This is an optimization exercise on Yosys and OpenROAD, whose aim is small area and a short achievable clock period, not a production implementation. In this exercise RTL edits were held to simulation tests only and were not proved equivalent to the original. Power is estimated from default activity; no workload was simulated.

<file path="design/flow/design.v">
module ALU(in1, in2, ALUCtl, Sign, OpCode, out, Branch);
	input [31:0] in1, in2; 
	input [4:0] ALUCtl;
	input Sign;
    input [5:0] OpCode; 
	output [31:0] out;
	output Branch;
	assign Branch = 
	    (OpCode == 6'h04)? (out == 0): 
        (OpCode == 6'h05)? (out != 0): 
        (OpCode == 6'h07)? (out > 0): 0; 
	wire ss;
	assign ss = {in1[31], in2[31]}; 
	wire lt_31;
	assign lt_31 = (in1[30:0] < in2[30:0]); 
	wire lt_signed;
	assign lt_signed = (in1[31] ^ in2[31])? 
		((ss == 2'b01)? 0: 1): lt_31;
    assign out = 
        (ALUCtl == 5'b00000)? in1 & in2:
		(ALUCtl == 5'b00001)? in1 | in2:
		(ALUCtl == 5'b00010)? in1 + in2:
		(ALUCtl == 5'b00110)? in1 - in2:
		(ALUCtl == 5'b00111)? {31'h00000000, Sign? lt_signed: (in1 < in2)}:
		(ALUCtl == 5'b01100)? ~(in1 | in2):
		(ALUCtl == 5'b01101)? in1 ^ in2:
		(ALUCtl == 5'b10000)? (in2 << in1[4:0]):
		(ALUCtl == 5'b11000)? (in2 >> in1[4:0]):
		(ALUCtl == 5'b11001)? ({{32{in2[31]}}, in2} >> in1[4:0]):
        (ALUCtl == 5'b11010)? in1:
		32'h00000000;
endmodule
module ALUControl(ALUOp, Funct, ALUCtl, Sign); 
	input [3:0] ALUOp; 
	input [5:0] Funct; 
	output reg [4:0] ALUCtl; 
	output Sign; 
	parameter aluAND = 5'b00000;
	parameter aluOR  = 5'b00001;
	parameter aluADD = 5'b00010;
	parameter aluSUB = 5'b00110;
	parameter aluXOR = 5'b01101;
	parameter aluSLL = 5'b10000;
	parameter aluSRL = 5'b11000;
	parameter aluSRA = 5'b11001;
    parameter aluMOV = 5'b11010;
	assign Sign = (ALUOp[2:0] == 3'b010)? ~Funct[0]: ~ALUOp[3];
	reg [4:0] aluFunct;
	always @(*)
		case (Funct)
			6'b00_0000: aluFunct <= aluSLL; 
			6'b00_0010: aluFunct <= aluSRL;
			6'b00_0011: aluFunct <= aluSRA;
			6'b00_0110: aluFunct <= aluSRL;
			6'b00_1011: aluFunct <= aluMOV;
			6'b00_0110: aluFunct <= aluSRL;
			6'b10_0000: aluFunct <= aluADD;
			6'b10_0001: aluFunct <= aluADD;
			6'b10_0010: aluFunct <= aluSUB;
			6'b10_0011: aluFunct <= aluSUB;
			6'b10_0100: aluFunct <= aluAND;
			6'b10_0101: aluFunct <= aluOR;
			6'b10_0110: aluFunct <= aluXOR;
			default: aluFunct <= aluADD;
		endcase
	always @(*)
		case (ALUOp[2:0])
			3'b000: ALUCtl <= aluADD; 
			3'b001: ALUCtl <= aluSUB; 
			3'b010: ALUCtl <= aluOR; 
			3'b011: ALUCtl <= aluXOR; 
			3'b100: ALUCtl <= aluFunct; 
			default: ALUCtl <= aluADD;
		endcase
endmodule
module Control(
    input [31:0] Instruction,
    input PC_31,
	output [2:0] PCSrc, 
    output [1:0] RegDst, 
    output RegWrite, 
	output MemRead, 
    output MemWrite, 
    output [1:0] MemtoReg,
    output ALUSrc1,
    output ALUSrc2,
    output ExtOp,
    output LuOp,
    output [3:0] ALUOp,
    output Exception,
    output DoRead);
    wire [5:0] OpCode, Function;
    assign OpCode = Instruction[31:26]; 
    assign Function = Instruction[5:0]; 
    assign Exception = ~PC_31 &
                    ~(OpCode == 6'h00 &(
                        Function == 6'h21 | Function == 6'h24 |
                        Function == 6'h08 | Function == 6'h0b |
                        Function == 6'h25 | Function == 6'h00 |
                        Function == 6'h03 | Function == 6'h02 |
                        Function == 6'h06 | Function == 6'h26 ))&
                    ~(  OpCode == 6'h09 | OpCode == 6'h0c |
                        OpCode == 6'h04 | OpCode == 6'h07 |
                        OpCode == 6'h02 | OpCode == 6'h03 |
                        OpCode == 6'h20 | OpCode == 6'h0f |
                        OpCode == 6'h23 | OpCode == 6'h0d |
                        OpCode == 6'h28 | OpCode == 6'h2b |
                        OpCode == 6'h0e | OpCode == 6'h05 );
    assign PCSrc[2:0]=Exception? 3'b101:
            ( OpCode == 6'h04 | OpCode == 6'h05 | OpCode == 6'h07 &Instruction[20:16] == 5'b00 )?
        3'b001:
            ( OpCode == 6'h03 | OpCode == 6'h02 )?
        3'b010:
            ( OpCode == 6'h00 & Function == 6'h08 )?
        3'b011: 3'b000; 
    assign RegWrite = (Exception)?1:
            ( OpCode == 6'h04 | OpCode == 6'h07 |
            OpCode == 6'h05 | OpCode == 6'h02 |
            OpCode == 6'h03 | OpCode == 6'h2b | OpCode == 6'h28 |
            (OpCode == 6'h00 & Function == 6'h08))? 0:1; 
    assign RegDst[1:0] = 
            ( Exception )? 2'b11:
            ( OpCode == 6'h09 | OpCode == 6'h0c |
            OpCode == 6'h20 | OpCode == 6'h0f |
            OpCode == 6'h23 | OpCode == 6'h0d |
            OpCode == 6'h28 | OpCode == 6'h0e )? 2'b01:
            ( OpCode == 6'h03 )? 2'b10: 2'b00;
    assign MemRead = ( OpCode == 6'h23 || OpCode==6'h20 )? 1:0;
    assign MemWrite = ( OpCode == 6'h2b || OpCode == 6'h28 )? 1:0;
    assign MemtoReg[1:0] = ( OpCode == 6'h03 | Exception )?2'b10:
        ( OpCode == 6'h23 | OpCode == 6'h20 )? 2'b01: 2'b00;
    assign ALUSrc1 = ( OpCode == 6'h00 & ( Function == 6'h00 | 
        Function == 6'h03 | Function == 6'h02 ))?1:0;
    assign ALUSrc2 = ( OpCode == 6'h09 | OpCode == 6'h0c | OpCode == 6'h20 |
            OpCode == 6'h23 | OpCode == 6'h0d | OpCode == 6'h28 | OpCode == 6'h0f |
            OpCode == 6'h2b | OpCode == 6'h0e )?1:0;
    assign ExtOp = ( OpCode == 6'h0c | OpCode == 6'h0d |OpCode == 6'h0e | OpCode == 6'h04 | 
        OpCode == 6'h07 | OpCode == 6'h05)?0: 1; 
    assign LuOp = ( OpCode == 6'h0f )? 1: 0;
    assign ALUOp[2:0] = ( OpCode == 6'h00)?3'b100:
        (OpCode == 6'h04 | OpCode == 6'h05 | OpCode == 6'h06 | OpCode == 6'h07)? 3'b001:
        (OpCode == 6'h0c)? 3'b010:(OpCode == 6'h0d)? 3'b011: 3'b000; 
    assign ALUOp[3] = OpCode[0];
    assign DoRead = (OpCode == 6'h02 | OpCode == 6'h03
        | OpCode == 6'h0f )? 0:1;
endmodule
module RegisterFile(reset, clk, RegWrite, Read_register1, Read_register2, Write_register, Write_data, Read_data1, Read_data2, DoRead);
	input reset, clk;
	input RegWrite, DoRead; 
	input [4:0] Read_register1, Read_register2, Write_register;
	input [31:0] Write_data;
	output [31:0] Read_data1, Read_data2;
	reg [31:0] RF_data[31:1];
	assign Read_data1 = (Read_register1 != 5'b00000 & DoRead )? RF_data[Read_register1]: 32'h00000000 ;
	assign Read_data2 = (Read_register2 != 5'b00000 & DoRead )? RF_data[Read_register2]: 32'h00000000 ;
	integer i;
	always @(posedge reset or posedge clk)
		if (reset)
			for (i = 1; i < 32; i = i + 1) 
				if (i != 29) RF_data[i] <= 32'h00000000;
                else RF_data[i] <= 32'h00000800;
		else if (RegWrite & (Write_register != 5'b00000)) 
			RF_data[Write_register] <= Write_data; 
endmodule
module IF_ID(reset, clk, Flush, Stall, IF_PC, IF_PC_plus_4, IF_Instruction, ID_Instruction, ID_PC_plus_4);
    input reset, clk, Flush, Stall;
    input [31:0] IF_PC, IF_PC_plus_4, IF_Instruction;
    output reg [31:0] ID_Instruction, ID_PC_plus_4;
    always @(posedge reset or posedge clk) 
        if (reset) begin 
            ID_Instruction <= 32'b0; 
            ID_PC_plus_4 <= 32'h80000000; 
        end
        else if (Flush) begin 
            ID_Instruction <= 32'b0; 
            ID_PC_plus_4 <= IF_PC;
        end
        else if (Stall) begin
            ID_Instruction <= ID_Instruction;
            ID_PC_plus_4 <= ID_PC_plus_4; 
        end
        else begin
            ID_Instruction <= IF_Instruction; 
            ID_PC_plus_4 <= IF_PC_plus_4;
        end
endmodule
module ID_EX(reset, clk, Stall, Flush_IF_and_ID, LastFlush,
        ID_PCSrc, ID_ALUOp, ID_Instruction, ID_PC_plus_4 ,ID_LU_out, ID_Databus1, ID_Databus2, 
        ID_ALUSrc1, ID_ALUSrc2, ID_MemRead, ID_MemWrite, ID_MemtoReg, ID_RegWrite, ID_RegDst, MovNoWrite_ID,
        EX_PCSrc, EX_ALUOp, EX_Instruction, EX_PC_plus_4, EX_LU_out,EX_Databus1, EX_Databus2, 
        EX_ALUSrc1, EX_ALUSrc2, EX_MemRead, EX_MemWrite, EX_MemtoReg, EX_RegWrite, EX_RegDst, MovNoWrite_EX);
    input reset, clk, Stall, Flush_IF_and_ID, ID_ALUSrc1, ID_ALUSrc2, ID_MemRead, ID_MemWrite, ID_RegWrite, MovNoWrite_ID; 
    output reg EX_ALUSrc1, EX_ALUSrc2, EX_MemRead, EX_MemWrite, EX_RegWrite, MovNoWrite_EX, LastFlush;
    input [1:0] ID_MemtoReg, ID_RegDst;
    output reg [1:0] EX_MemtoReg, EX_RegDst;
    input [2:0] ID_PCSrc;
    output reg [2:0] EX_PCSrc;
    input [3:0] ID_ALUOp;
    output reg [3:0] EX_ALUOp;
    input [31:0] ID_Instruction, ID_Databus1, ID_Databus2, ID_PC_plus_4, ID_LU_out;
    output reg [31:0] EX_Instruction, EX_Databus1, EX_Databus2, EX_PC_plus_4, EX_LU_out;
    always @(posedge reset or posedge clk)
        if (reset) begin
            LastFlush <= 0;
            EX_ALUSrc1 <= 0; 
            EX_ALUSrc2 <= 0; 
            EX_MemRead <= 0;
            EX_MemWrite <= 0; 
            EX_RegWrite <= 0;
            EX_MemtoReg <= 2'b0; 
            EX_RegDst <= 2'b0; 
            EX_PCSrc <= 2'b0;
            EX_ALUOp <= 4'b0;
            EX_Databus1 <= 32'b0;
            EX_Databus2 <= 32'b0;
            EX_LU_out <= 32'b0; 
            EX_Instruction <= 32'h00000000;
            EX_PC_plus_4 <= 32'h80000008; 
            MovNoWrite_EX <= 0;
        end
        else if (Stall | Flush_IF_and_ID) begin
            EX_ALUSrc1 <= ID_ALUSrc1; 
            EX_ALUSrc2 <= ID_ALUSrc2;
            LastFlush <= Flush_IF_and_ID;
            EX_MemRead <= 0; 
            EX_MemWrite <= 0; 
            EX_RegWrite <= 0; 
            MovNoWrite_EX <= MovNoWrite_ID;
            EX_MemtoReg <= ID_MemtoReg; 
            EX_RegDst <= ID_RegDst;
            EX_PCSrc <= ID_PCSrc;
            EX_ALUOp <= ID_ALUOp;
            EX_Databus1 <= ID_Databus1;
            EX_Databus2 <= ID_Databus2;
            EX_LU_out <= ID_LU_out; 
            EX_Instruction <= ID_Instruction; 
            EX_PC_plus_4 <= ID_PC_plus_4;
        end
        else begin
            EX_ALUSrc1 <= ID_ALUSrc1; 
            EX_ALUSrc2 <= ID_ALUSrc2; 
            LastFlush <= 0;
            EX_MemRead <= ID_MemRead; 
            EX_MemWrite <= ID_MemWrite;
            EX_RegWrite <= ID_RegWrite;
            EX_MemtoReg <= ID_MemtoReg; 
            EX_RegDst <= ID_RegDst;
            EX_PCSrc <= ID_PCSrc;
            EX_ALUOp <= ID_ALUOp;
            EX_Databus1 <= ID_Databus1;
            EX_Databus2 <= ID_Databus2;
            EX_LU_out <= ID_LU_out;
            EX_Instruction <= ID_Instruction;
            EX_PC_plus_4 <= ID_PC_plus_4;
            MovNoWrite_EX <= MovNoWrite_ID;
        end
endmodule
module EX_MEM(reset, clk, EX_Instruction, EX_MemRead, EX_MemWrite, EX_RegWrite, EX_MemtoReg, EX_Write_register, EX_ALU_out, EX_Databus2, EX_PC_plus_4, MovNoWrite_EX,
    MEM_MemRead, MEM_MemWrite, MEM_Instruction, MEM_RegWrite, MEM_MemtoReg, MEM_Write_register, MEM_ALU_out, MEM_Databus2, MEM_PC_plus_4, MovNoWrite_MEM);
    input reset, clk, EX_MemRead, EX_MemWrite, EX_RegWrite, MovNoWrite_EX; 
    output reg MEM_MemRead, MEM_MemWrite, MEM_RegWrite, MovNoWrite_MEM;
    input [1:0] EX_MemtoReg;
    output reg [1:0] MEM_MemtoReg;
    input [4:0] EX_Write_register;
    output reg [4:0] MEM_Write_register;
    input [31:0] EX_ALU_out, EX_Databus2, EX_PC_plus_4 ,EX_Instruction;
    output reg [31:0] MEM_ALU_out, MEM_Databus2, MEM_PC_plus_4,MEM_Instruction;
    always @(posedge reset or posedge clk)
        if (reset) begin
            MEM_Instruction <= 32'b0;
            MEM_MemRead <= 0;
            MEM_MemWrite <= 0;
            MEM_RegWrite <= 0;
            MEM_MemtoReg <= 2'b0;
            MEM_Write_register <= 5'b0;
            MEM_ALU_out <= 32'b0;
            MEM_Databus2 <= 32'b0;
            MEM_PC_plus_4 <= 32'b0;
            MovNoWrite_MEM <= 0;
        end
        else begin
            MEM_Instruction <= EX_Instruction;
            MEM_MemRead <= EX_MemRead;
            MEM_MemWrite <= EX_MemWrite;
            MEM_RegWrite <= EX_RegWrite;
            MEM_MemtoReg <= EX_MemtoReg;
            MEM_Write_register <= EX_Write_register;
            MEM_ALU_out <= EX_ALU_out;
            MEM_Databus2 <= EX_Databus2;
            MEM_PC_plus_4 <= EX_PC_plus_4;
            MovNoWrite_MEM <= MovNoWrite_EX;
        end
endmodule
module MEM_WB(reset, clk, MEM_RegWrite, MEM_MemtoReg, MEM_Write_register, MEM_ALU_out, MEM_ReadData, MEM_PC_plus_4, MovNoWrite_MEM,
    WB_RegWrite, WB_MemtoReg, WB_Write_register, WB_ALU_out, WB_ReadData, WB_PC_plus_4, MovNoWrite_WB);
    input reset, clk, MEM_RegWrite, MovNoWrite_MEM;
    output reg WB_RegWrite, MovNoWrite_WB;
    input [1:0] MEM_MemtoReg;
    output reg [1:0] WB_MemtoReg;
    input [4:0] MEM_Write_register;
    output reg [4:0] WB_Write_register;
    input [31:0] MEM_ALU_out, MEM_ReadData, MEM_PC_plus_4;
    output reg [31:0] WB_ALU_out, WB_ReadData, WB_PC_plus_4;
    always @(posedge reset or posedge clk)
        if (reset) begin 
            WB_RegWrite <= 0;
            WB_MemtoReg <= 2'b0;
            WB_Write_register <= 5'b0;
            WB_ALU_out <= 32'b0;
            WB_ReadData <= 32'b0;
            WB_PC_plus_4 <= 32'b0;
            MovNoWrite_WB <= 0;
        end
        else begin 
            WB_RegWrite <= MovNoWrite_MEM ? 0: MEM_RegWrite;
            WB_MemtoReg <= MEM_MemtoReg;
            WB_Write_register <= MEM_Write_register;
            WB_ALU_out <= MEM_ALU_out;
            WB_ReadData <= MEM_ReadData;
            WB_PC_plus_4 <= MEM_PC_plus_4;
            MovNoWrite_WB <= MovNoWrite_MEM;
        end
endmodule
module ram(
    input wire                 rst,
    input wire                 inst_ce,
    input wire[31:0]           inst_addr,
    output wire[31:0]          inst,
    input wire                 mem_ce,   
    input wire                 mem_we,   
    input wire[31:0]           mem_addr, 
    input wire[31:0]           mem_data_i,  
    output reg[31:0]           mem_data_o,  
    input wire[31:0]           base_ram_data_i,
    output wire[31:0]          base_ram_data_o,
    output wire                base_ram_data_oe,
    output wire[19:0]          base_ram_addr, 
    output wire[3:0]           base_ram_be_n, 
    output wire                base_ram_ce_n,
    output wire                base_ram_oe_n,
    output wire                base_ram_we_n,
    input wire[31:0]           ext_ram_data_i,
    output wire[31:0]          ext_ram_data_o,
    output wire                ext_ram_data_oe,
    output wire[19:0]          ext_ram_addr,
    output wire[3:0]           ext_ram_be_n,
    output wire                ext_ram_ce_n,
    output wire                ext_ram_oe_n,
    output wire                ext_ram_we_n,
    input wire[5:0]            Op,
    input wire                 stall,
    output wire                uart_rdn,         
    output wire                uart_wrn,         
    input wire                 uart_dataready,    
    input wire                 uart_tbre,         
    input wire                 uart_tsre         
);
    reg base_ram_ce_n_reg ;
    reg base_ram_oe_n_reg;
    reg base_ram_we_n_reg;
    reg [3:0] base_ram_be_n_reg;
    reg ext_ram_ce_n_reg;
    reg ext_ram_oe_n_reg;
    reg ext_ram_we_n_reg;
    reg [3:0] ext_ram_be_n_reg;
    reg [31:0] inner_ram_data;
    reg [31:0] inst_reg;
    reg write_flag;
    reg base_ext_sel;  
    wire[31:0] read_from_ram_data;
    reg uart_read_or_write;  
    reg uart_rdn_reg;
    reg uart_wrn_reg;
    reg uart_reading_flag;  
    wire uart_writable;
    assign uart_rdn = uart_rdn_reg;
    assign uart_wrn = uart_wrn_reg;
    assign uart_writable = (uart_tbre == 1'b1 && uart_tsre == 1'b1) ? 1'b1 : 1'b0;
    assign base_ram_data_o = inner_ram_data;
    assign base_ram_data_oe = write_flag && base_ext_sel;
    assign base_ram_addr = (inst_ce == 1'b1 && stall == 0) ? inst_addr[21:2] : mem_addr[21:2]; 
    assign base_ram_be_n = base_ram_be_n_reg;   
    assign base_ram_ce_n = base_ram_ce_n_reg;
    assign base_ram_oe_n = base_ram_oe_n_reg;
    assign base_ram_we_n = base_ram_we_n_reg;
    assign ext_ram_data_o = inner_ram_data;
    assign ext_ram_data_oe = write_flag && !base_ext_sel;
    assign ext_ram_addr = (inst_ce == 1'b1 && stall == 0) ? inst_addr[21:2] : mem_addr[21:2];
    assign ext_ram_be_n = ext_ram_be_n_reg;
    assign ext_ram_ce_n = ext_ram_ce_n_reg;
    assign ext_ram_oe_n = ext_ram_oe_n_reg;
    assign ext_ram_we_n = ext_ram_we_n_reg;
    assign inst = inst_reg;
    assign read_from_ram_data = base_ext_sel ? base_ram_data_i : ext_ram_data_i;
    always @ (*) begin
        base_ext_sel <= 1'b1;
        if (mem_ce) begin
            if (mem_addr >= 32'h80000000 && mem_addr < 32'h80400000 ) begin         
                base_ext_sel <= 1'b1;                                                
            end else if (mem_addr >= 32'h80400000 && mem_addr < 32'h80800000) begin 
                base_ext_sel <= 1'b0;
            end
        end
        else if (inst_ce) begin 
            if (inst_addr >= 32'h80000000 && inst_addr < 32'h80400000) begin
                base_ext_sel <= 1'b1;
            end else if (inst_addr >= 32'h80400000 && inst_addr < 32'h80800000) begin
                base_ext_sel <= 1'b0;
             end
        end 
    end
always @ (*) begin
        if (rst == 1'b1) begin  
            uart_wrn_reg <= 1'b1;
            uart_rdn_reg <= 1'b1;
            base_ram_ce_n_reg <= 1'b1;
            base_ram_oe_n_reg <= 1'b1;
            base_ram_we_n_reg <= 1'b1;
            base_ram_be_n_reg <= 4'b1111;
            ext_ram_ce_n_reg <= 1'b1;
            ext_ram_oe_n_reg <= 1'b1;
            ext_ram_we_n_reg <= 1'b1;
            ext_ram_be_n_reg <= 4'b1111;
            inner_ram_data <= 32'b0;
            write_flag <= 1'b0;
        end else begin
            uart_wrn_reg <= 1'b1;
            uart_rdn_reg <= 1'b1;
            base_ram_ce_n_reg <= 1'b1;
            base_ram_we_n_reg <= 1'b1;
            base_ram_oe_n_reg <= 1'b1;
            base_ram_be_n_reg <= 4'b1111;
            ext_ram_ce_n_reg <= 1'b1;
            ext_ram_oe_n_reg <= 1'b1;
            ext_ram_we_n_reg <= 1'b1;
            ext_ram_be_n_reg <= 4'b1111;
            inner_ram_data <= 32'b0;
            write_flag <= 1'b0;
            if (mem_ce == 1'b1) begin                                        
                if (mem_addr == 32'hbfd003f8 || mem_addr == 32'hbfd003fc) begin
                    if (mem_we && mem_addr == 32'hbfd003f8) begin                   
                        write_flag <= 1'b1;
                        inner_ram_data <= {24'b0, mem_data_i[7:0]};
                        uart_wrn_reg <= 1'b0;
                    end else begin                                                   
                        if (mem_addr == 32'hbfd003f8) begin                          
                            uart_rdn_reg <= 1'b0;
                        end
                    end
                end else begin
                    if (base_ext_sel) begin                                          
                        base_ram_ce_n_reg <= 1'b0;
                        if(mem_we) begin
                            inner_ram_data <= 32'b0;
                            case (Op)
                                6'b101000 : begin
                                    if(mem_addr[1:0]==2'b11) begin
                                        base_ram_be_n_reg <= 4'b0111;
                                        inner_ram_data[31:24] <= mem_data_i[7:0];
                                    end else if(mem_addr[1:0]==2'b10) begin
                                        base_ram_be_n_reg <= 4'b1011;
                                        inner_ram_data[23:16] <= mem_data_i[7:0];
                                    end else if(mem_addr[1:0]== 2'b01) begin
                                        base_ram_be_n_reg <= 4'b1101;
                                        inner_ram_data[15:8] <= mem_data_i[7:0];
                                    end else begin
                                        base_ram_be_n_reg <= 4'b1110;
                                        inner_ram_data[7:0] <= mem_data_i[7:0];
                                    end
                                end
                                6'b101011: begin
                                    base_ram_be_n_reg <= 4'b0000;
                                    inner_ram_data <= mem_data_i;
                                end
                            endcase
                            base_ram_oe_n_reg <= 1'b1;
                            base_ram_we_n_reg <= 1'b0;
                            write_flag <= 1'b1;
                        end else begin                       
                            base_ram_be_n_reg <= 4'b0000;
                            base_ram_oe_n_reg <= 1'b0;
                            base_ram_we_n_reg <= 1'b1;
                            write_flag <= 1'b0;
                        end
                    end else begin                           
                        ext_ram_ce_n_reg <= 1'b0;
                        if(mem_we) begin
                            inner_ram_data <= 32'b0;
                            case (Op)
                                6'b101000 : begin
                                    if(mem_addr[1:0]==2'b11) begin
                                        ext_ram_be_n_reg <= 4'b0111;
                                        inner_ram_data[31:24] <= mem_data_i[7:0];
                                    end else if(mem_addr[1:0]==2'b10) begin
                                        ext_ram_be_n_reg <= 4'b1011;
                                        inner_ram_data[23:16] <= mem_data_i[7:0];
                                    end else if(mem_addr[1:0]== 2'b01) begin
                                        ext_ram_be_n_reg <= 4'b1101;
                                        inner_ram_data[15:8] <= mem_data_i[7:0];
                                    end else begin
                                        ext_ram_be_n_reg <= 4'b1110;
                                        inner_ram_data[7:0] <= mem_data_i[7:0];
                                    end
                                end
                                6'b101011: begin
                                    ext_ram_be_n_reg <= 4'b0000;
                                    inner_ram_data <= mem_data_i;
                                end
                            endcase
                            ext_ram_oe_n_reg <= 1'b1;
                            ext_ram_we_n_reg <= 1'b0;
                            write_flag <= 1'b1;
                        end else begin                       
                            ext_ram_be_n_reg <= 4'b0000;
                            ext_ram_oe_n_reg <= 1'b0;
                            ext_ram_we_n_reg <= 1'b1;
                            write_flag <= 1'b0;
                        end
                    end
                end
            end else if (inst_ce == 1'b1) begin   
                uart_wrn_reg <= 1'b1;
                uart_rdn_reg <= 1'b1;
                write_flag <= 1'b0;
                if (base_ext_sel) begin                  
                    base_ram_be_n_reg <= 4'b0000;
                    base_ram_ce_n_reg <= 1'b0;
                    base_ram_we_n_reg <= 1'b1;
                    base_ram_oe_n_reg <= 1'b0;
                    ext_ram_ce_n_reg <= 1'b1;
                    ext_ram_oe_n_reg <= 1'b1;
                    ext_ram_we_n_reg <= 1'b1;
                    ext_ram_be_n_reg <= 4'b0000;
                end else begin                           
                    ext_ram_be_n_reg <= 4'b0000;
                    ext_ram_ce_n_reg <= 1'b0;
                    ext_ram_we_n_reg <= 1'b1;
                    ext_ram_oe_n_reg <= 1'b0;
                    base_ram_ce_n_reg <= 1'b1;
                    base_ram_we_n_reg <= 1'b1;
                    base_ram_oe_n_reg <= 1'b1;
                    base_ram_be_n_reg <= 4'b0000;
                end
            end
        end
    end
    always @* begin
        if (rst == 1'b1 || inst_ce == 1'b0) begin
            inst_reg <= 32'b0;
        end else if(inst_ce == 1'b1 && mem_ce == 1'b0 && stall == 0) begin
            inst_reg <= read_from_ram_data;
        end else begin
            inst_reg <= 32'b0;
        end
    end
always @* begin
        if (rst == 1'b1 || mem_ce == 1'b0) begin
            mem_data_o <= 32'b0;
        end else if (mem_addr == 32'hbfd003fc && mem_we == 1'b0) begin  
            mem_data_o <= {30'b0, uart_dataready, uart_writable};
        end else if (mem_addr == 32'hbfd003f8 && mem_we == 1'b0) begin  
            mem_data_o <= {24'b0, base_ram_data_i[7:0]};
        end else if(mem_we == 1'b0) begin  
            case (Op)
                6'b100000: begin 
                    if(mem_addr[1:0]==2'b11) begin
                        mem_data_o <= {{24{read_from_ram_data[31]}}, read_from_ram_data[31:24]};
                    end else if(mem_addr[1:0]==2'b10) begin
                        mem_data_o <= {{24{read_from_ram_data[23]}}, read_from_ram_data[23:16]};
                    end else if(mem_addr[1:0]== 2'b01) begin
                        mem_data_o <= {{24{read_from_ram_data[15]}}, read_from_ram_data[15:8]};
                    end else begin
                        mem_data_o <= {{24{read_from_ram_data[7]}}, read_from_ram_data[7:0]};
                    end
                end
                6'b100011: begin
                    mem_data_o <= read_from_ram_data;
                end
                default: mem_data_o <= 32'h00000000;
            endcase
        end else begin  
            mem_data_o <= 32'b0;
        end
end
endmodule
`default_nettype none
module thinpad_cpu(
    input wire clk,
    input wire rst,
    output wire uart_rdn,
    output wire uart_wrn,
    input wire uart_dataready,
    input wire uart_tbre,
    input wire uart_tsre,
    input  wire[31:0] base_ram_data_i,
    output wire[31:0] base_ram_data_o,
    output wire base_ram_data_oe,
    output wire[19:0] base_ram_addr,
    output wire[3:0] base_ram_be_n,
    output wire base_ram_ce_n,
    output wire base_ram_oe_n,
    output wire base_ram_we_n,
    input  wire[31:0] ext_ram_data_i,
    output wire[31:0] ext_ram_data_o,
    output wire ext_ram_data_oe,
    output wire[19:0] ext_ram_addr,
    output wire[3:0] ext_ram_be_n,
    output wire ext_ram_ce_n,
    output wire ext_ram_oe_n,
    output wire ext_ram_we_n
);
wire Exception, Branch, Flush_IF, Flush_IF_and_ID;
wire ExtOp, LuOp;
wire ID_MemRead, EX_MemRead, MEM_MemRead;
wire ID_MemWrite, EX_MemWrite, MEM_MemWrite;
wire ID_RegWrite, EX_RegWrite, MEM_RegWrite, WB_RegWrite;
wire ID_ALUSrc1, EX_ALUSrc1, ID_ALUSrc2, EX_ALUSrc2;
wire [2:0] ID_PCSrc, EX_PCSrc;
wire [1:0] ID_RegDst, EX_RegDst;
wire [1:0] ID_MemtoReg, EX_MemtoReg, MEM_MemtoReg, WB_MemtoReg;
wire [3:0] ID_ALUOp, EX_ALUOp;
wire [31:0] PC_next;
wire [31:0] IF_PC;
reg [31:0] PC;
wire Stall;
wire reset;
wire DoRead;
assign reset = rst;
assign IF_PC = Stall? PC: PC_next;
reg ce;
always @(*) begin
    if(reset) begin
        ce <= 1'b0;
    end else begin
        ce <= 1'b1;
    end
end
always @(posedge reset or posedge clk)
    if (reset) begin
		PC <= 32'h80000000;
	end else begin
		PC <= IF_PC;
    end
wire [31:0] IF_PC_4, ID_PC_4, EX_PC_4, MEM_PC_4, WB_PC_4;
assign IF_PC_4[30:0] = PC[30:0] +3'd4;
assign IF_PC_4[31] = PC[31];
wire [31:0] IF_Instruction, ID_Instruction, EX_Instruction ,MEM_Instruction;
wire LastFlush;
    assign Flush_IF = (ID_PCSrc == 3'b010) | (ID_PCSrc == 3'b011) ;
    assign Flush_IF_and_ID = Branch & ( EX_PCSrc == 3'b001 ) & (~LastFlush);
    assign Stall = EX_MemRead &
        ((EX_Instruction[20:16] == ID_Instruction[25:21]) |
        (EX_Instruction[20:16] == ID_Instruction[20:16])) | (MEM_MemRead | MEM_MemWrite) | (ID_MemRead & EX_MemWrite) |(ID_MemWrite & EX_MemWrite)
        ;
    IF_ID IF_ID(.reset(reset), .clk(clk), .Flush( Flush_IF || Flush_IF_and_ID), .Stall(Stall),
         .IF_PC(IF_PC), .IF_PC_plus_4(IF_PC_4), .IF_Instruction(IF_Instruction), .ID_Instruction(ID_Instruction), .ID_PC_plus_4(ID_PC_4));
    Control control1(.Instruction(ID_Instruction), .PC_31(ID_PC_4[31]),
		.PCSrc(ID_PCSrc), .RegDst(ID_RegDst), .RegWrite(ID_RegWrite), 
		.MemRead(ID_MemRead), .MemWrite(ID_MemWrite), .MemtoReg(ID_MemtoReg),
		.ALUSrc1(ID_ALUSrc1), .ALUSrc2(ID_ALUSrc2), .ExtOp(ExtOp), .LuOp(LuOp), .ALUOp(ID_ALUOp), .Exception(Exception),
        .DoRead(DoRead));
    wire [31:0] ID_Data1, ID_Data2, ID_Data3;
    wire [31:0] EX_Data1, EX_Data2, EX_Data1w, EX_Data2w, EX_Data3;
    wire [31:0] MEM_Data2, MEM_Data3;
    wire [4:0] EX_Registerw, MEM_Registerw, WB_Registerw;
    RegisterFile register( .reset(reset), .clk(clk), .RegWrite(WB_RegWrite), .Read_register1(ID_Instruction[25:21]), 
        .Read_register2(ID_Instruction[20:16]), .Write_register(WB_Registerw), 
        .Write_data(ID_Data3), .Read_data1(ID_Data1), .Read_data2(ID_Data2), .DoRead(DoRead));
    wire [31:0] Ext_out;
    assign Ext_out = {ExtOp? 16'h0000 : {16{ID_Instruction[15]}}, ID_Instruction[15:0]};
    wire [31:0] ID_LU_out, EX_LU_out;
	assign ID_LU_out = LuOp? {ID_Instruction[15:0], 16'h0000}: Ext_out;
    wire [31:0] Jump_target;
	assign Jump_target = {ID_PC_4[31:28], ID_Instruction[25:0], 2'b00};
    wire MovNoWrite_ID, MovNoWrite_EX, MovNoWrite_MEM, MovNoWrite_WB;
    assign MovNoWrite_ID = (ID_Instruction[31:26] == 6'h00 & ID_Instruction[5:0] == 6'h0b & EX_Data2w == 32'h00000000 );
    ID_EX ID_EX(reset, clk, Stall, Flush_IF_and_ID, LastFlush,
        ID_PCSrc, ID_ALUOp, ID_Instruction, ID_PC_4 ,ID_LU_out, EX_Data1w, EX_Data2w,
        ID_ALUSrc1, ID_ALUSrc2, ID_MemRead, ID_MemWrite, ID_MemtoReg, ID_RegWrite, ID_RegDst, MovNoWrite_ID,
        EX_PCSrc, EX_ALUOp, EX_Instruction, EX_PC_4, EX_LU_out, EX_Data1, EX_Data2, 
        EX_ALUSrc1, EX_ALUSrc2, EX_MemRead, EX_MemWrite, EX_MemtoReg, EX_RegWrite, EX_RegDst, MovNoWrite_EX);
    wire [4:0] ALUToken;
    wire Signed;
    ALUControl aluctrl(.ALUOp(EX_ALUOp), .Funct(EX_Instruction[5:0]), .ALUCtl(ALUToken), .Sign(Signed));
    wire[31:0] ALU_in1, ALU_in2, EX_ALU_out, MEM_ALU_out, WB_ALU_out;
    assign ALU_in1 = EX_ALUSrc1 ?{27'h00000, EX_Instruction[10:6]}: EX_Data1;
    assign ALU_in2 = EX_ALUSrc2? EX_LU_out: EX_Data2;
    ALU alu(.in1(ALU_in1), .in2(ALU_in2), .ALUCtl(ALUToken), .Sign(Signed), .OpCode(EX_Instruction[31:26]), .out(EX_ALU_out), .Branch(Branch));
    wire [31:0] Branch_target;
	assign Branch_target = Branch? EX_PC_4 + {EX_LU_out[29:0], 2'b00}: EX_PC_4;
    assign PC_next = (EX_PCSrc == 3'b001 & Branch)? Branch_target:
            (ID_PCSrc == 3'b000 | ID_PCSrc == 3'b001)? IF_PC_4:
            (ID_PCSrc == 3'b010)? Jump_target:
            (ID_PCSrc == 3'b011)? EX_Data1w:
            (ID_PCSrc == 3'b100)? 32'h80000004:
            (ID_PCSrc == 3'b101)? 32'h80000008 : IF_PC_4;
    assign EX_Registerw = 
        (EX_RegDst == 2'b00)? EX_Instruction[15:11]:
        (EX_RegDst == 2'b01)? EX_Instruction[20:16]:
        (EX_RegDst == 2'b10)? 5'd31:
        (EX_RegDst == 2'b11)? 5'd26: 5'd26;
    EX_MEM EX_MEM(reset, clk, EX_Instruction, EX_MemRead, EX_MemWrite, EX_RegWrite, EX_MemtoReg, EX_Registerw, EX_ALU_out, EX_Data2, EX_PC_4,MovNoWrite_EX, 
        MEM_MemRead, MEM_MemWrite, MEM_Instruction, MEM_RegWrite, MEM_MemtoReg, MEM_Registerw, MEM_ALU_out, MEM_Data2, MEM_PC_4, MovNoWrite_MEM);    
    wire [31:0] MEM_ReadData, WB_ReadData;
    wire MovNoWrite;
    assign MovNoWrite = (MEM_Instruction[31:26] == 6'h00 & MEM_Instruction[5:0] == 6'h0b & MEM_Data2 == 32'h00000000 );
    MEM_WB MEM_WB(reset, clk, MEM_RegWrite, MEM_MemtoReg, MEM_Registerw, MEM_ALU_out, MEM_ReadData, MEM_PC_4, MovNoWrite_MEM,
        WB_RegWrite, WB_MemtoReg, WB_Registerw, WB_ALU_out, WB_ReadData, WB_PC_4, MovNoWrite_WB);
    assign ID_Data3 = (WB_MemtoReg == 2'b00)? WB_ALU_out: (WB_MemtoReg == 2'b01)? WB_ReadData: {1'b0, WB_PC_4[30:0]};
    assign EX_Data3 = (EX_MemtoReg == 2'b00)? EX_ALU_out: {1'b0, EX_PC_4[30:0]};
    assign MEM_Data3 = (MEM_MemtoReg == 2'b00)? MEM_ALU_out: (MEM_MemtoReg == 2'b01)? MEM_ReadData: {1'b0, MEM_PC_4[30:0]};
    wire [1:0] ForwardA, ForwardB;
    assign ForwardA = (~(MovNoWrite_EX) & EX_RegWrite & (EX_Registerw != 0 ) & (EX_Registerw == ID_Instruction[25:21]))? 2'b01:
                    (~(MovNoWrite_MEM) & MEM_RegWrite & (MEM_Registerw != 0) & (MEM_Registerw == ID_Instruction[25:21]))? 2'b10:
                    (~(MovNoWrite_WB) & WB_RegWrite & (WB_Registerw != 0) & (WB_Registerw == ID_Instruction[25:21]))? 2'b11: 2'b00;
    assign ForwardB = ( ~(MovNoWrite_EX) & EX_RegWrite & (EX_Registerw != 0) & (EX_Registerw == ID_Instruction[20:16]))? 2'b01:
                    ( ~(MovNoWrite_MEM) & MEM_RegWrite &(MEM_Registerw != 0 )& (MEM_Registerw == ID_Instruction[20:16]))? 2'b10:
                    (~(MovNoWrite_WB) & WB_RegWrite & (WB_Registerw != 0) & (WB_Registerw == ID_Instruction[20:16]))? 2'b11: 2'b00;
    assign EX_Data1w = 
        (ForwardA == 2'b01)? EX_Data3: 
        (ForwardA == 2'b10)? MEM_Data3:
        (ForwardA == 2'b11)? ID_Data3: ID_Data1; 
    assign EX_Data2w = 
        (ForwardB == 2'b01)? EX_Data3: 
        (ForwardB == 2'b10)? MEM_Data3: 
        (ForwardB == 2'b11)? ID_Data3: ID_Data2;
    ram ram( .rst(reset), .inst_ce(ce), .inst_addr(PC), .inst(IF_Instruction), .mem_ce( MEM_MemRead | MEM_MemWrite ), .mem_we(MEM_MemWrite),
        .mem_addr(MEM_ALU_out), .mem_data_i(MEM_Data2), .mem_data_o(MEM_ReadData),
        .base_ram_data_i(base_ram_data_i), .base_ram_data_o(base_ram_data_o), .base_ram_data_oe(base_ram_data_oe), .base_ram_addr(base_ram_addr),
        .base_ram_be_n(base_ram_be_n), .base_ram_ce_n(base_ram_ce_n), .base_ram_oe_n(base_ram_oe_n), .base_ram_we_n(base_ram_we_n),
        .ext_ram_data_i(ext_ram_data_i), .ext_ram_data_o(ext_ram_data_o), .ext_ram_data_oe(ext_ram_data_oe), .ext_ram_addr(ext_ram_addr),
        .ext_ram_be_n(ext_ram_be_n), .ext_ram_ce_n(ext_ram_ce_n), .ext_ram_oe_n(ext_ram_oe_n), .ext_ram_we_n(ext_ram_we_n),
        .Op(MEM_Instruction[31:26]), .stall(Stall),
        .uart_rdn(uart_rdn), .uart_wrn(uart_wrn), .uart_dataready(uart_dataready), .uart_tbre(uart_tbre), .uart_tsre(uart_tsre));
endmodule
`default_nettype wire
</file>
<file path="design/flow/run.sh">
#!/bin/bash
# synth_recipe.tcl (not shown) runs the flow's synth.tcl, then flattens the netlist and writes it again
# the make line also repeats each setting of config.mk as NAME=value (left out here)
make -C /OpenROAD-flow-scripts/flow DESIGN_CONFIG=/design/flow/config.mk WORK_HOME=/design/flow/orfs CLKGATE_MAP_FILE= SYNTH_SCRIPT=/design/flow/synth_recipe.tcl finish
</file>
<file path="design/flow/config.mk">
export PLATFORM = sky130hd
export DESIGN_NAME = thinpad_cpu
export DESIGN_NICKNAME = thinpad_cpu
export VERILOG_FILES = /design/flow/design.v
export SDC_FILE = /design/flow/constraint.sdc
export NUM_CORES = 4
export LEC_CHECK = 0
export CAP_MARGIN = 20
export CORE_MARGIN = 2
export CORE_UTILIZATION = 30
export PLACE_DENSITY = 0.5
export SLEW_MARGIN = 20
</file>
<file path="design/flow/constraint.sdc">
create_clock -name core_clock -period 11.0 [get_ports {clk}]
set_input_delay 2.2000 -clock core_clock [delete_from_list [all_inputs] [get_ports {clk}]]
set_output_delay 2.2000 -clock core_clock [all_outputs]
set_load 0.01 [all_outputs]
</file>
==> metrics.cfg <==
[die]
rows=190
die_y_um=523.3
fp.dieW_um=523.3
io_pins=191
core_area_sq_mm=0.2682
die_area_sq_mm=0.2738
initial_core_util_pct=30.16

[yosys]
synthesis.nets=9363
ys_seq_elements=1476
ys_seq_area_share_pct=45.67
synth_area_sq_mm=0.08089
ys_types=104
syn_inst=9165
syn_avg_cell_area_sq_um=8.826
async_flop_share_pct=100.0
synth_warnings=9
synth_edf_count=0
synthFlopType=dfrtp_1

[layout]
drive_gt1_share_pct=9.580
fin_area_sq_mm=0.09309
area_growth_pct=15.08
finalNetCount=9200

[routing]
drt_iter0_drc=14544
postRouteAntennaNets=0
vias=82497
wl_per_cell_um=36.63
dr.pass1.iters=9
routed_wirelength_mm=465.3
remaining_drc_errors=0
vias_per_cell=6.495

[timing]
tightest_slew_ns=1.300
relSlewSlack_pct=12.64
fin_crit_ns=9.053
holdWs_ns=0.3703
slew_violations=0
skew_ns=0.06863
setup_viol=0
rsz0062_at_grt=false
finalSetupTns_ns=0
final.period_utilization_pct=82.30
fmax_mhz=110.5
fin_ws_ns=1.947
hold_viol=0

[setup_path]
ff2ff_path_depth=21
critPathSlowestCell=nor4b_1
cp.arrival_ns=9.74
critPathCaptureType=flop
critical_path_cell_count=21
start_kind=flop
crit_path_max_fanout=22
max_stage_delay_ns=0.88
crit_family=simple AND/OR/NAND/NOR gates
path_buf_inv=2
crit_chain=mux2i_1 > inv_1 > ha_1 > fa_1 > nor2_1 > o211ai_1 > a21oi_1 > a211oi_1 > nor4b_1 > or3_1 > o21ai_0 > a221oi_2 > o21ai_0 > nor4_1 > nand4_1 > nor3_4 > mux2i_4 > buf_4 > mux2_2 > mux2i_1 > a211oi_1
worst_ep_required_time_ns=11.69
crit_type=flop to flop

[clock_network]
cts_tree=yes
clock-sinks=1476
htree_levels=4
cts_hold_buf=0
ctsResizeCount=0
cts_buffer_depth=3
cts_made_buffers=162
clk_pin_slew_ns=0.06
cts.root.buffer_cell=clkbuf_16
clk_latency_ns=0.89
post_cts_buffers=0

[pwr]
p_leak_nw=39.79
cellPowerDensity_mw_per_mm2=321.0
ir_drop_mv=0.1539

[placement]
gp_congestion=1.008
placed_area_sq_mm=0.08728
post-place-ws_ns=2.178
port_buffers=190
dp_hpwl_mm=298.5

[min_path]
min_path_cells=0
hp-class=flop to flop

[grt]
grt_pass1_vias=77259
grt_antenna_before_repair=28
grt_overflow=0
grt_pass1_wl_mm=635.6
grt.total_usage_pct=32.97
grt_max_degree=166

[status]
status=no timing/DRC/antenna violations

[job]
maxCapViolCount=0

[state kept, by name (all words and copies together) (netlist names), 3 cells and up]
register                   cells
ID_EX.EX_Databus2             32
PC                            32
EX_MEM.MEM_Databus2           32
MEM_WB.WB_ALU_out             32
ID_EX.EX_PC_plus_4            32
ID_EX.EX_ALUOp                 3
ID_EX.EX_PCSrc                 3
ID_EX.EX_Instruction          27
MEM_WB.WB_ReadData            32
EX_MEM.MEM_ALU_out            32
ID_EX.EX_Databus1             32
MEM_WB.WB_Write_register       5
IF_ID.ID_Instruction          32
IF_ID.ID_PC_plus_4            32
ID_EX.EX_LU_out               32
MEM_WB.WB_PC_plus_4           31
EX_MEM.MEM_Write_register      5
EX_MEM.MEM_Instruction         6
EX_MEM.MEM_PC_plus_4          31
register.RF_data             992
[cells in the mapped netlist (13+ instances only)]
library cell / count / area share [%]
a2111oi_0: 15 / 0.16
a211o_1: 17 / 0.18
a211oi_1: 79 / 0.73
a21o_1: 50 / 0.46
a21oi_1: 371 / 2.3
a221oi_1: 209 / 2.3
a22o_1: 187 / 2.0
a22oi_1: 661 / 6.1
a31oi_1: 37 / 0.29
and2_1: 27 / 0.21
and3_1: 16 / 0.12
buf_1: 72 / 0.33
buf_2: 21 / 0.13
buf_4: 59 / 0.55
clkbuf_1: 661 / 3.1
dfrtp_1: 1471 / 46
ha_1: 126 / 1.9
inv_1: 168 / 0.78
mux2_2: 38 / 0.53
mux2i_1: 241 / 3.0
mux2i_2: 15 / 0.26
mux4_2: 13 / 0.36
nand2_1: 1587 / 7.4
nand2b_1: 62 / 0.48
nand3_1: 170 / 1.1
nand4_1: 106 / 0.82
nor2_1: 466 / 2.2
nor2b_1: 60 / 0.46
nor3_1: 209 / 1.3
nor4_1: 66 / 0.51
o2111ai_1: 13 / 0.14
o211ai_1: 40 / 0.37
o21a_1: 55 / 0.51
o21ai_0: 1224 / 7.6
o21bai_1: 13 / 0.12
o221ai_1: 30 / 0.32
o22ai_1: 49 / 0.38
o31ai_1: 26 / 0.24
or2_2: 19 / 0.15
or3_1: 22 / 0.17
or4_1: 20 / 0.19
xnor2_1: 82 / 0.89
xor2_1: 32 / 0.35
[power breakdown]
part	total (mW)	leakage, nW	switching, mW	internal, mW
Combinational	14.1	17.6	10.2	3.90
Sequential	9.87	19.4	2.36	7.52
Clock	5.95	2.79	2.51	3.44
Total	29.9	39.8	15.0	14.9
[worst register-to-register path: cells and delay by family (launching register included)]
kind            cells  cell delay (ns)
fa+ha+maj           2             0.95
flops               1             0.58
simple gates        6             2.77
buf+inv             2             0.62
mux                 4             2.00
compound gates      7             1.94
[metrics by stage]
step	total power, mW	utilization, %	cells
after floorplan	16.53	-	9165
after global placement	22.99	32.53	12383
after detailed placement	23.06	32.55	12387
after CTS	29.01	34.68	12683
after global routing	30.75	34.70	12687
final	29.88	34.71	12701
[layout by cell type (no fill, tap or decap), types with 28 or more instances in the layout]
cell type	instances
nand2_1	1563
dfrtp_1	1466
o21ai_0	1224
a22oi_1	661
nor2_1	395
a21oi_1	346
buf_4	291
mux2i_1	238
a221oi_1	208
nor3_1	202
clkdlybuf4s50_1	190
a22o_1	187
inv_1	166
nand3_1	162
clkbuf_16	162
ha_1	126
nand4_1	106
xnor2_1	82
a211oi_1	78
nor2_4	68
nand2b_1	62
nor4_1	61
nor2b_1	59
o21a_1	54
a21o_1	50
o22ai_1	49
o211ai_1	40
mux2_2	38
a31oi_1	37
xor2_1	32
clkinv_2	32
o221ai_1	30
clkbuf_8	28
[per-layer routing]
layer  GRT usage, %  share of wire [%]  vias up
li1               -                  -    33026
met1          43.75                 39    40706
met2          45.01                 40     6953
met3          11.87                 14     1790
met4          20.86                7.7       22
met5         0.1733              0.037        -
[path summary, 6_finish.rpt]
path,start,to,slack (ns)
worst min register to register,IF_ID.ID_PC_plus_4[13],ID_EX.EX_PC_plus_4[13],0.37
worst max-delay path,ID_EX.EX_ALUSrc2,IF_ID.ID_PC_plus_4[13],1.95
worst min-delay path,IF_ID.ID_PC_plus_4[13],ID_EX.EX_PC_plus_4[13],0.37
min in group asynchronous,rst,IF_ID.ID_Instruction[11],2.07
worst max register to register,ID_EX.EX_ALUSrc2,IF_ID.ID_PC_plus_4[13],1.95
max in group asynchronous,rst,register.RF_data[4][11],4.51
[layout make-up]
| type | count | area, sq um |
|---|---|---|
| inverter | 175 | 661.9 |
| clock buffer | 216 | 4537 |
| timing repair buffer | 495 | 4315 |
| tap | 3552 | 4444 |
| clock inverter | 80 | 1171 |
| fill | 27621 | 175100 |
| multi-input combinational | 6692 | 40970 |
| sequential | 1476 | 36950 |
| antenna | 15 | 37.54 |
[kinds of logic after synthesis]
family / after synthesis / share of synthesized area [%]
AND/OR/NAND/NOR: 2896 / 15.68
adder cells (fa/ha/maj): 129 / 2.023
XOR/XNOR: 114 / 1.234
AO/OA/AOI/OAI: 3241 / 26.14
multiplexers: 312 / 4.235
buffers and inverters: 997 / 5.018
flip-flops: 1476 / 45.67

## afterwards: timing with drivers on the ports
No port has a modelled driver above. Below, the same layout with a new extraction and two added sets of constraints. Step 1 sets driving cells, clkbuf_16 on the clock port and buf_2 on the other inputs (assumed; they add their load-dependent delay and slew). Step 2 adds t to the input delays and takes it off the output delays; t is the mean of the earliest and latest rising clock arrival at the registers after step 1. Input paths then give back, and output paths get back, about the clock's delay inside the block. Three values: ideal ports, drivers, drivers and shift; two values: the first two.
shift t [ns]: 0.949
setup slack, ns: 1.947 / 1.947 / 1.874
slew at the worst register clock pin (ns): 0.07 / 0.07
worst slew at a driven data input, ns: 0.05
After both steps setup and hold are still met in this run. The setup slack of this run moves by 0.000 ns with the drivers and by -0.073 ns with both steps.
